This is an optimization exercise on Yosys and OpenROAD, whose aim is small area, a short achievable clock period and few clock cycles per item, not a production implementation. In this exercise RTL edits were held to simulation tests only and were not proved equivalent to the original.

==> flow/design.v <==
`timescale 1ns/1ps
module sbox(
    input  [63:0] x0, x1, x2, x3, x4,
    output [63:0] n0, n1, n2, n3, n4,
    output [63:0] l0, l1, l2, l3, l4
    );
    assign n0 = x1 & ~(x4 ^ x2 ^ x0);
    assign l0 = x3 ^ x2 ^ x0;
    assign n1 = (x1 | x2 | x3) & ~(x1 & x2 & x3);
    assign l1 = x4 ^ x0;
    assign n2 = x4 & ~x3;
    assign l2 = ~(x2 ^ x1);
    assign n3 = (x4 ^ x3) & ~x0;
    assign l3 = x2 ^ x1 ^ x0;
    assign n4 = x1 & ~(x4 ^ x0);
    assign l4 = x4 ^ x3;
endmodule
`timescale 1ns / 1ps
module linear_sub(
    input  [63:0] n0, n1, n2, n3, n4,
    input  [63:0] l0, l1, l2, l3, l4,
    input  [63:0] k3, k4,
    output [63:0] o0, o1, o2, o3, o4
    );
    function [63:0] ror(input [63:0] x, input integer n);
        ror = (x >> n) | (x << (64 - n));
    endfunction
    function [63:0] sig(input [63:0] x, input integer a, input integer b);
        sig = x ^ ror(x, a) ^ ror(x, b);
    endfunction
    assign o0 = sig(n0, 19, 28) ^ sig(l0, 19, 28);
    assign o1 = sig(n1, 61, 39) ^ sig(l1, 61, 39);
    assign o2 = sig(n2, 1, 6)   ^ sig(l2, 1, 6);
    assign o3 = sig(n3, 10, 17) ^ (sig(l3, 10, 17) ^ k3);
    assign o4 = sig(n4, 7, 41)  ^ (sig(l4, 7, 41) ^ k4);
endmodule
`timescale 1ns / 1ps
module RND_Const(
    input  [63:0] x2_in,
    input  [3:0]  rnd,
    output [63:0] x2_out
);
    wire [3:0] hi = 4'd15 - rnd;
    assign x2_out = x2_in ^ {56'd0, hi, rnd};
endmodule
`timescale 1ns / 1ps
module Perm(
    input  [319:0] S,
    input  [3:0]   rnd,
    input  [63:0]  k3, k4,
    output [319:0] S_out
    );
    wire [63:0] x0, x1, x2, x3, x4;
    assign {x0, x1, x2, x3, x4} = S;
    wire [63:0] c2;
    RND_Const L1(.x2_in(x2), .rnd(rnd), .x2_out(c2));
    wire [63:0] n0, n1, n2, n3, n4, l0, l1, l2, l3, l4;
    sbox L2(.x0(x0), .x1(x1), .x2(c2), .x3(x3), .x4(x4),
            .n0(n0), .n1(n1), .n2(n2), .n3(n3), .n4(n4),
            .l0(l0), .l1(l1), .l2(l2), .l3(l3), .l4(l4));
    linear_sub L3(.n0(n0), .n1(n1), .n2(n2), .n3(n3), .n4(n4),
            .l0(l0), .l1(l1), .l2(l2), .l3(l3), .l4(l4), .k3(k3), .k4(k4),
            .o0(S_out[319:256]), .o1(S_out[255:192]), .o2(S_out[191:128]),
            .o3(S_out[127:64]), .o4(S_out[63:0]));
endmodule
`timescale 1ns / 1ps
module initialization(
    input [127:0] key,
    input [127:0] nonce,
    input clk,
    input rst,
    input start,
    output reg finish,
    output reg [319:0] state
 );
   localparam [63:0] IV = 64'h00001000808c0001;
   reg        busy;
   reg [3:0]  rnd;
   reg        last;    
   wire [127:0] kx = last ? key : 128'd0;
   wire [319:0] nxt;
   Perm P(.S(state), .rnd(rnd), .k3(kx[127:64]), .k4(kx[63:0]), .S_out(nxt));
   always @(posedge clk) begin
      if (rst) begin
         busy   <= 1'b0;
         finish <= 1'b0;
      end else if (start && !busy) begin
         busy   <= 1'b1;
         finish <= 1'b0;
      end else if (busy && last) begin
         busy   <= 1'b0;
         finish <= 1'b1;
      end
   end
   always @(posedge clk) begin
      if (busy) begin
         state <= nxt;
         rnd   <= rnd + 4'd1;
         last  <= (rnd == 4'd10);
      end else if (start) begin
         state <= {IV, key, nonce};
         rnd   <= 4'd0;
         last  <= 1'b0;
      end
   end
endmodule
Settings: LEC_CHECK=0, CAP_MARGIN=20, CORE_MARGIN=2, CORE_UTILIZATION=35, PLACE_DENSITY=0.8, SETUP_SLACK_MARGIN=2.5, SLEW_MARGIN=20; clock period 5.0 ns.
standard.sh (not shown) runs the stock make flow with config.mk's settings and CLKGATE_MAP_FILE= SYNTH_SCRIPT=/design/flow/synth_recipe.tcl, a recipe that flattens the netlist after the stock synthesis.
==> flow/flow/run.sh <==
#!/bin/bash
set -euo pipefail
export BUFFER_PORTS_ARGS="-buffer_cell sky130_fd_sc_hd__buf_2"
bash standard.sh > standard.log 2>&1
The first run completed without violations.
Testbench counts at the start, summed over its fixed seeds: cycles 5,000, items 384.
Next try:
--- a/flow/config.mk
+++ b/flow/config.mk
@@ -6,8 +6,10 @@
 export NUM_CORES = 4
 export LEC_CHECK = 0
-export CAP_MARGIN = 20
+export CAP_MARGIN = 0
 export CORE_MARGIN = 2
 export CORE_UTILIZATION = 35
-export PLACE_DENSITY = 0.8
-export SETUP_SLACK_MARGIN = 2.5
-export SLEW_MARGIN = 20
+export CTS_CLUSTER_DIAMETER = 80
+export CTS_CLUSTER_SIZE = 40
+export GPL_ROUTABILITY_DRIVEN = 0
+export SETUP_SLACK_MARGIN = 2.55
+export SLEW_MARGIN = 0
Non-clock buffer count grows by 38.
Clock skew came out lower by 0.0049 ns.
Next try:
==> flow/flow/run.sh (replaced) <==
#!/bin/bash
set -euo pipefail
here=$(cd "$(dirname "$0")" && pwd)
export BUFFER_PORTS_ARGS="-buffer_cell sky130_fd_sc_hd__buf_2"
export POST_SYNTH_TCL="$here/post_synth.tcl"
bash standard.sh > standard.log 2>&1
==> flow/flow/post_synth.tcl (new file) <==
# Sourced after the synthesized netlist is loaded (POST_SYNTH hook). Splits
# each 3-input XOR/XNOR cell into two 2-input cells; the input with the least
# slack goes to the second cell, so the late signal passes one gate only.
proc my_split_xor3 { } {
  set db [ord::get_db]
  set block [ord::get_db_block]
  set xor2 [$db findMaster sky130_fd_sc_hd__xor2_1]
  set xnor2 [$db findMaster sky130_fd_sc_hd__xnor2_1]
  set todo {}
  foreach cell [get_cells -hierarchical *] {
    set m [get_property $cell ref_name]
    if { ![regexp {^sky130_fd_sc_hd__x(n?)or3_[0-9]+$} $m -> isn] } { continue }
    set ins {}
    foreach p {A B C} {
      set s [get_property [get_pins -of_objects $cell -filter "lib_pin_name==$p"] slack_max]
      if { ![string is double -strict $s] } { set s 1e30 }
      lappend ins [list $p $s]
    }
    # least slack last
    set ins [lsort -real -decreasing -index 1 $ins]
    lappend todo [list [sta::sta_to_db_inst $cell] $isn [lindex $ins 0 0] [lindex $ins 1 0] [lindex $ins 2 0]]
  }
  set n 0
  foreach t $todo {
    lassign $t inst isn p1 p2 p3
    set name [$inst getName]
    set n1 [[$inst findITerm $p1] getNet]
    set n2 [[$inst findITerm $p2] getNet]
    set n3 [[$inst findITerm $p3] getNet]
    set nx [[$inst findITerm X] getNet]
    odb::dbInst_destroy $inst
    set mid [odb::dbNet_create $block "${name}_xs"]
    set i1 [odb::dbInst_create $block $xor2 "${name}_xa"]
    [$i1 findITerm A] connect $n1
    [$i1 findITerm B] connect $n2
    [$i1 findITerm X] connect $mid
    if { $isn eq "n" } {
      set i2 [odb::dbInst_create $block $xnor2 "${name}_xb"]
      [$i2 findITerm Y] connect $nx
    } else {
      set i2 [odb::dbInst_create $block $xor2 "${name}_xb"]
      [$i2 findITerm X] connect $nx
    }
    [$i2 findITerm A] connect $mid
    [$i2 findITerm B] connect $n3
    incr n
  }
  puts "my_split_xor3: split $n cells"
}
my_split_xor3
--- a/flow/config.mk
+++ b/flow/config.mk
@@ -6,5 +6,5 @@
 export NUM_CORES = 4
 export LEC_CHECK = 0
-export CAP_MARGIN = 0
+export CAP_MARGIN = 20
 export CORE_MARGIN = 2
 export CORE_UTILIZATION = 35
@@ -13,3 +13,3 @@
 export GPL_ROUTABILITY_DRIVEN = 0
 export SETUP_SLACK_MARGIN = 2.55
-export SLEW_MARGIN = 0
+export SLEW_MARGIN = 20
Outcome:
- clock skew increases by 0.016 ns
- maximum frequency grows slightly
Next try:
==> flow/flow/run.sh (replaced) <==
#!/bin/bash
set -euo pipefail
export BUFFER_PORTS_ARGS="-buffer_cell sky130_fd_sc_hd__buf_2"
bash standard.sh > standard.log 2>&1
--- a/flow/config.mk
+++ b/flow/config.mk
@@ -8,8 +8,9 @@
 export CAP_MARGIN = 20
 export CORE_MARGIN = 2
-export CORE_UTILIZATION = 35
+export CORE_UTILIZATION = 55
 export CTS_CLUSTER_DIAMETER = 80
 export CTS_CLUSTER_SIZE = 40
 export GPL_ROUTABILITY_DRIVEN = 0
+export PLACE_DENSITY = 0.65
 export SETUP_SLACK_MARGIN = 2.55
 export SLEW_MARGIN = 20
removed: flow/flow/post_synth.tcl
Worst setup slack is worse by 0.069 ns; cell area decreases by 0.71%; wire length fell by 6.8%; non-clock buffer count decreases by 3.
Next try:
==> flow/flow/run.sh (replaced) <==
#!/bin/bash
set -euo pipefail
here=$(cd "$(dirname "$0")" && pwd)
export BUFFER_PORTS_ARGS="-buffer_cell sky130_fd_sc_hd__buf_2"
export PRE_GLOBAL_ROUTE_TCL="$here/pre_grt.tcl"
export RECOVER_POWER=100
bash standard.sh > standard.log 2>&1
==> flow/flow/pre_grt.tcl (new file) <==
# Sourced before global routing. ORFS's recover_power_helper downsizes gates on
# paths with positive slack; run it against a setup uncertainty equal to the
# design's current setup slack, so that only gates off the critical paths are
# downsized and the worst slack at the design's clock is kept.
rename recover_power_helper my_orig_recover_power_helper
proc recover_power_helper { } {
  set ws [worst_slack -max]
  if { $ws <= 0 } { return }
  puts "recover_power_helper: setup uncertainty $ws ns while downsizing"
  set_clock_uncertainty -setup $ws [all_clocks]
  my_orig_recover_power_helper
  unset_clock_uncertainty -setup [all_clocks]
  puts "recover_power_helper: worst slack after downsizing [worst_slack -max]"
}
--- a/flow/config.mk
+++ b/flow/config.mk
@@ -8,9 +8,8 @@
 export CAP_MARGIN = 20
 export CORE_MARGIN = 2
-export CORE_UTILIZATION = 55
+export CORE_UTILIZATION = 35
 export CTS_CLUSTER_DIAMETER = 80
 export CTS_CLUSTER_SIZE = 40
 export GPL_ROUTABILITY_DRIVEN = 0
-export PLACE_DENSITY = 0.65
-export SETUP_SLACK_MARGIN = 2.55
+export SETUP_SLACK_MARGIN = 2.7
 export SLEW_MARGIN = 20
Outcome: The new run went through all stages and came out clean; worst setup slack got worse by 0.050 ns; global-route usage fell by 15 points; critical path depth fell by 1.

---

Setup of red:
Starts from the design.v that is shown in full above.
export LEC_CHECK = 0
export CAP_MARGIN = 20
export CORE_MARGIN = 2
export CORE_UTILIZATION = 35
export CTS_CLUSTER_DIAMETER = 80
export CTS_CLUSTER_SIZE = 40
export GPL_ROUTABILITY_DRIVEN = 0
export SETUP_SLACK_MARGIN = 2.5
export SLEW_MARGIN = 20
create_clock -name core_clock -period 5.0 [get_ports {clk}]
==> flow/flow/run.sh <==
#!/bin/bash
set -euo pipefail
here=$(cd "$(dirname "$0")" && pwd)
export BUFFER_PORTS_ARGS="-buffer_cell sky130_fd_sc_hd__buf_2"
export PRE_GLOBAL_ROUTE_TCL="$here/pre_grt.tcl"
export RECOVER_POWER=100
bash standard.sh > standard.log 2>&1
==> flow/flow/pre_grt.tcl <==
# Sourced before global routing. ORFS's recover_power_helper downsizes gates on
# paths with positive slack; run it against a setup uncertainty equal to the
# design's current setup slack, so that only gates off the critical paths are
# downsized and the worst slack at the design's clock is kept.
rename recover_power_helper my_orig_recover_power_helper
proc recover_power_helper { } {
  set ws [worst_slack -max]
  if { $ws <= 0 } { return }
  puts "recover_power_helper: setup uncertainty $ws ns while downsizing"
  set_clock_uncertainty -setup $ws [all_clocks]
  my_orig_recover_power_helper
  unset_clock_uncertainty -setup [all_clocks]
  puts "recover_power_helper: worst slack after downsizing [worst_slack -max]"
}
Testbench counts of red, summed over its fixed seeds: cycles 5,000, items 384.
Relative to red, the following input files were edited for blue:
Settings: changing CORE_UTILIZATION from 35 to 45; changing SETUP_SLACK_MARGIN from 2.5 to 2.55.
==> flow/flow/run.sh <==
#!/bin/bash
set -euo pipefail
export BUFFER_PORTS_ARGS="-buffer_cell sky130_fd_sc_hd__buf_2"
bash standard.sh > standard.log 2>&1
removed: flow/flow/pre_grt.tcl
## What came out
Every stage of the flow completed for blue, and the final layout passed the timing, design-rule and antenna checks. Changes observed in blue relative to red: met1 layer wirelength in the final routing now smaller.
--- input diff blue..green ---
Settings: a change of SETUP_SLACK_MARGIN from 2.55 to 2.5; a deleted GPL_ROUTABILITY_DRIVEN that had been 0; a change of CORE_UTILIZATION from 45 to 35.
[summary]
Area of all placed cells without fillers across green and blue: no real change. Min part of the cycle the worst path needs across green and blue: blue. Multi-input combinational cell area ended up 440 µm² lower on green than on blue. In green, the fraction of layout instances using a drive strength above 1 came out 1.2 points below the value in blue. Comparing the two runs side by side, green comes out behind blue on worst max-slew margin expressed relative to the limit. green: worst-case setup slack after placement lower than blue. Going from blue to green, routed wirelength normalized by instance count shrank slightly. Re maximum number of pins on one net before global-route repair: green and blue aren't equal, and the higher value belongs to green. Comparing green with blue, the hold slack came out essentially unchanged.
[inputs] orange vs green
Settings: an added GPL_ROUTABILITY_DRIVEN of 0; a change of SETUP_SLACK_MARGIN from 2.5 to 2.55.
Notes after the runs:
Delta (orange minus green): clock transition time at the flip-flop clock pins of the worst setup and hold paths roughly the same; instance count along the most critical hold path held steady; global-route usage essentially unchanged; cell count increased by 14 relative to the old numbers. Per the comparison of orange with green, least setup slack across all paths after layout grew by 0.045 ns, routed wire length held steady, area overhead of the layout relative to synthesis grew by 1.6 points.

---

// initialization: RTL as listed in full above, without the edits since
==> flow/config.mk <==
export PLATFORM = sky130hd
export DESIGN_NAME = initialization
export DESIGN_NICKNAME = initialization
export VERILOG_FILES = /design/flow/design.v
export SDC_FILE = /design/flow/constraint.sdc
export NUM_CORES = 4
export LEC_CHECK = 0
export CAP_MARGIN = 20
export CORE_MARGIN = 2
export CORE_UTILIZATION = 35
export CTS_CLUSTER_DIAMETER = 80
export CTS_CLUSTER_SIZE = 40
export GPL_ROUTABILITY_DRIVEN = 0
export SETUP_SLACK_MARGIN = 2.5
export SLEW_MARGIN = 20
==> flow/constraint.sdc <==
create_clock -name core_clock -period 5.0 [get_ports {clk}]
set_input_delay 1.0000 -clock core_clock [delete_from_list [all_inputs] [get_ports {clk}]]
set_output_delay 1.0000 -clock core_clock [all_outputs]
set_load 0.01 [all_outputs]
==> flow/flow/run.sh <==
#!/bin/bash
set -euo pipefail
export BUFFER_PORTS_ARGS="-buffer_cell sky130_fd_sc_hd__buf_2"
bash standard.sh > standard.log 2>&1
The starting point completed without violations.
Testbench counts at the start, summed over its fixed seeds: cycles 5,000, items 384.
==> next run, changes <==
==> flow/flow/run.sh (replaced) <==
#!/bin/bash
set -euo pipefail
here=$(cd "$(dirname "$0")" && pwd)
export BUFFER_PORTS_ARGS="-buffer_cell sky130_fd_sc_hd__buf_2"
export PRE_GLOBAL_ROUTE_TCL="$here/pre_grt.tcl"
export RECOVER_POWER=100
bash standard.sh > standard.log 2>&1
==> flow/flow/pre_grt.tcl (new file) <==
# Sourced before global routing. ORFS's recover_power_helper downsizes gates on
# paths with positive slack; run it against a setup uncertainty equal to the
# design's current setup slack, so that only gates off the critical paths are
# downsized and the worst slack at the design's clock is kept.
rename recover_power_helper my_orig_recover_power_helper
proc recover_power_helper { } {
  set ws [worst_slack -max]
  if { $ws <= 0 } { return }
  puts "recover_power_helper: setup uncertainty $ws ns while downsizing"
  set_clock_uncertainty -setup $ws [all_clocks]
  my_orig_recover_power_helper
  unset_clock_uncertainty -setup [all_clocks]
  puts "recover_power_helper: worst slack after downsizing [worst_slack -max]"
}
Settings changed: SETUP_SLACK_MARGIN 2.5 to 2.6.
=> The changed run produced a clean layout; cell area goes up by 2.0%; worst setup slack degrades by 0.068 ns; area after synthesis stays the same; via count is higher by 1.1%; clock skew stays flat; global-route usage came out higher by 0.20 points; sequential share of layout area went down by 0.50 points; wire length climbs by 0.91%; non-clock buffer count goes up by 76.
==> next run, changes <==
==> flow/flow/run.sh (replaced) <==
#!/bin/bash
set -euo pipefail
export BUFFER_PORTS_ARGS="-buffer_cell sky130_fd_sc_hd__buf_2"
bash standard.sh > standard.log 2>&1
Settings changed: CORE_UTILIZATION 35 to 65, PLACE_DENSITY set to 0.75, SETUP_SLACK_MARGIN 2.6 to 2.55.
removed: flow/flow/pre_grt.tcl
Effect: The new run ran to the end with no violations; via count goes up by 5.6%; area after synthesis stays the same; routed wire length fell by 11%; worst setup slack improves by 0.0049 ns; clock-buffer cell count went up by 2.
==> next run, changes <==
==> flow/flow/run.sh (replaced) <==
#!/bin/bash
set -euo pipefail
here=$(cd "$(dirname "$0")" && pwd)
export BUFFER_PORTS_ARGS="-buffer_cell sky130_fd_sc_hd__buf_2"
export POST_SYNTH_TCL="$here/post_synth.tcl"
bash standard.sh > standard.log 2>&1
==> flow/flow/post_synth.tcl (new file) <==
# Sourced after the synthesized netlist is loaded (POST_SYNTH hook). Splits
# each 3-input XOR/XNOR cell into two 2-input cells; the input with the least
# slack goes to the second cell, so the late signal passes one gate only.
proc my_split_xor3 { } {
  set db [ord::get_db]
  set block [ord::get_db_block]
  set xor2 [$db findMaster sky130_fd_sc_hd__xor2_1]
  set xnor2 [$db findMaster sky130_fd_sc_hd__xnor2_1]
  set todo {}
  foreach cell [get_cells -hierarchical *] {
    set m [get_property $cell ref_name]
    if { ![regexp {^sky130_fd_sc_hd__x(n?)or3_[0-9]+$} $m -> isn] } { continue }
    set ins {}
    foreach p {A B C} {
      set s [get_property [get_pins -of_objects $cell -filter "lib_pin_name==$p"] slack_max]
      if { ![string is double -strict $s] } { set s 1e30 }
      lappend ins [list $p $s]
    }
    # least slack last
    set ins [lsort -real -decreasing -index 1 $ins]
    lappend todo [list [sta::sta_to_db_inst $cell] $isn [lindex $ins 0 0] [lindex $ins 1 0] [lindex $ins 2 0]]
  }
  set n 0
  foreach t $todo {
    lassign $t inst isn p1 p2 p3
    set name [$inst getName]
    set n1 [[$inst findITerm $p1] getNet]
    set n2 [[$inst findITerm $p2] getNet]
    set n3 [[$inst findITerm $p3] getNet]
    set nx [[$inst findITerm X] getNet]
    odb::dbInst_destroy $inst
    set mid [odb::dbNet_create $block "${name}_xs"]
    set i1 [odb::dbInst_create $block $xor2 "${name}_xa"]
    [$i1 findITerm A] connect $n1
    [$i1 findITerm B] connect $n2
    [$i1 findITerm X] connect $mid
    if { $isn eq "n" } {
      set i2 [odb::dbInst_create $block $xnor2 "${name}_xb"]
      [$i2 findITerm Y] connect $nx
    } else {
      set i2 [odb::dbInst_create $block $xor2 "${name}_xb"]
      [$i2 findITerm X] connect $nx
    }
    [$i2 findITerm A] connect $mid
    [$i2 findITerm B] connect $n3
    incr n
  }
  puts "my_split_xor3: split $n cells"
}
my_split_xor3
Settings changed: CORE_UTILIZATION 65 to 35, PLACE_DENSITY 0.75 to unset, SETUP_SLACK_MARGIN 2.55 to 2.6.
Outcome: Final cell count increases by about a fifth. Register-to-register slack gets better by 0.14 ns. Final area rises by a few percent. Worst hold slack loses 0.013 ns. Non-clock buffer count increases by 64. Core utilization falls by 35 points. Die area is higher by well over a third. Area after synthesis is lower by a few percent.

[afterwards: timing with drivers on the ports]
Ports are ideal in the flow. The routed layouts listed here were re-timed in OpenROAD.
Step 1, drivers: a clkbuf_16 drives clk and a buf_2 each remaining input, both assumed.
Step 2 moves the port delays by t, midway between the first and last clock arrival at a register: inputs arrive t later, outputs are due t later. That takes back most of the time a late clock gives input paths.
a / b / c = ideal ports / drivers / drivers and shift; a / b = the first two.
run	shift t [ns]	slack for setup (ns)	worst setup path at the end	latest minus earliest clock arrival (ns)	worst register clock-pin slew, ns
the first run of note 1	0.652	2.299 / 2.299 / 2.282	input to register	0.023 / 0.022	0.07 / 0.07
the second run of note 1	0.692	2.426 / 2.426 / 2.253	input to register	0.018 / 0.018	0.10 / 0.10
the third run of note 1	0.651	2.434 / 2.434 / 2.211	input to register	0.033 / 0.034	0.08 / 0.08
the fourth run of note 1	0.647	2.364 / 2.364 / 2.362	input to register	0.028 / 0.028	0.10 / 0.10
the fifth run of note 1	0.694	2.315 / 2.315 / 2.272	input to register	0.027 / 0.026	0.10 / 0.10
red	0.688	2.350 / 2.350 / 2.136	input to register	0.027 / 0.026	0.09 / 0.09
blue	0.700	2.451 / 2.440 / 2.349	input to register	0.025 / 0.026	0.09 / 0.09
green	0.654	2.342 / 2.342 / 2.191	input to register	0.027 / 0.026	0.09 / 0.09
orange	0.685	2.387 / 2.387 / 2.266	input to register	0.021 / 0.022	0.09 / 0.09
the first run of note 3	0.691	2.394 / 2.394 / 2.265	input to register	0.025 / 0.026	0.09 / 0.09
the second run of note 3	0.681	2.326 / 2.326 / 2.203	input to register	0.024 / 0.023	0.09 / 0.09
the third run of note 3	0.689	2.331 / 2.331 / 2.059	input to register	0.037 / 0.037	0.09 / 0.09
the fourth run of note 3	0.651	2.476 / 2.472 / 2.259	input to register	0.030 / 0.030	0.09 / 0.09
After both steps every run listed still meets setup and hold. For the third run of note 3, which loses most, drivers alone change the setup slack by 0.000 ns; drivers and shift together by -0.272 ns.
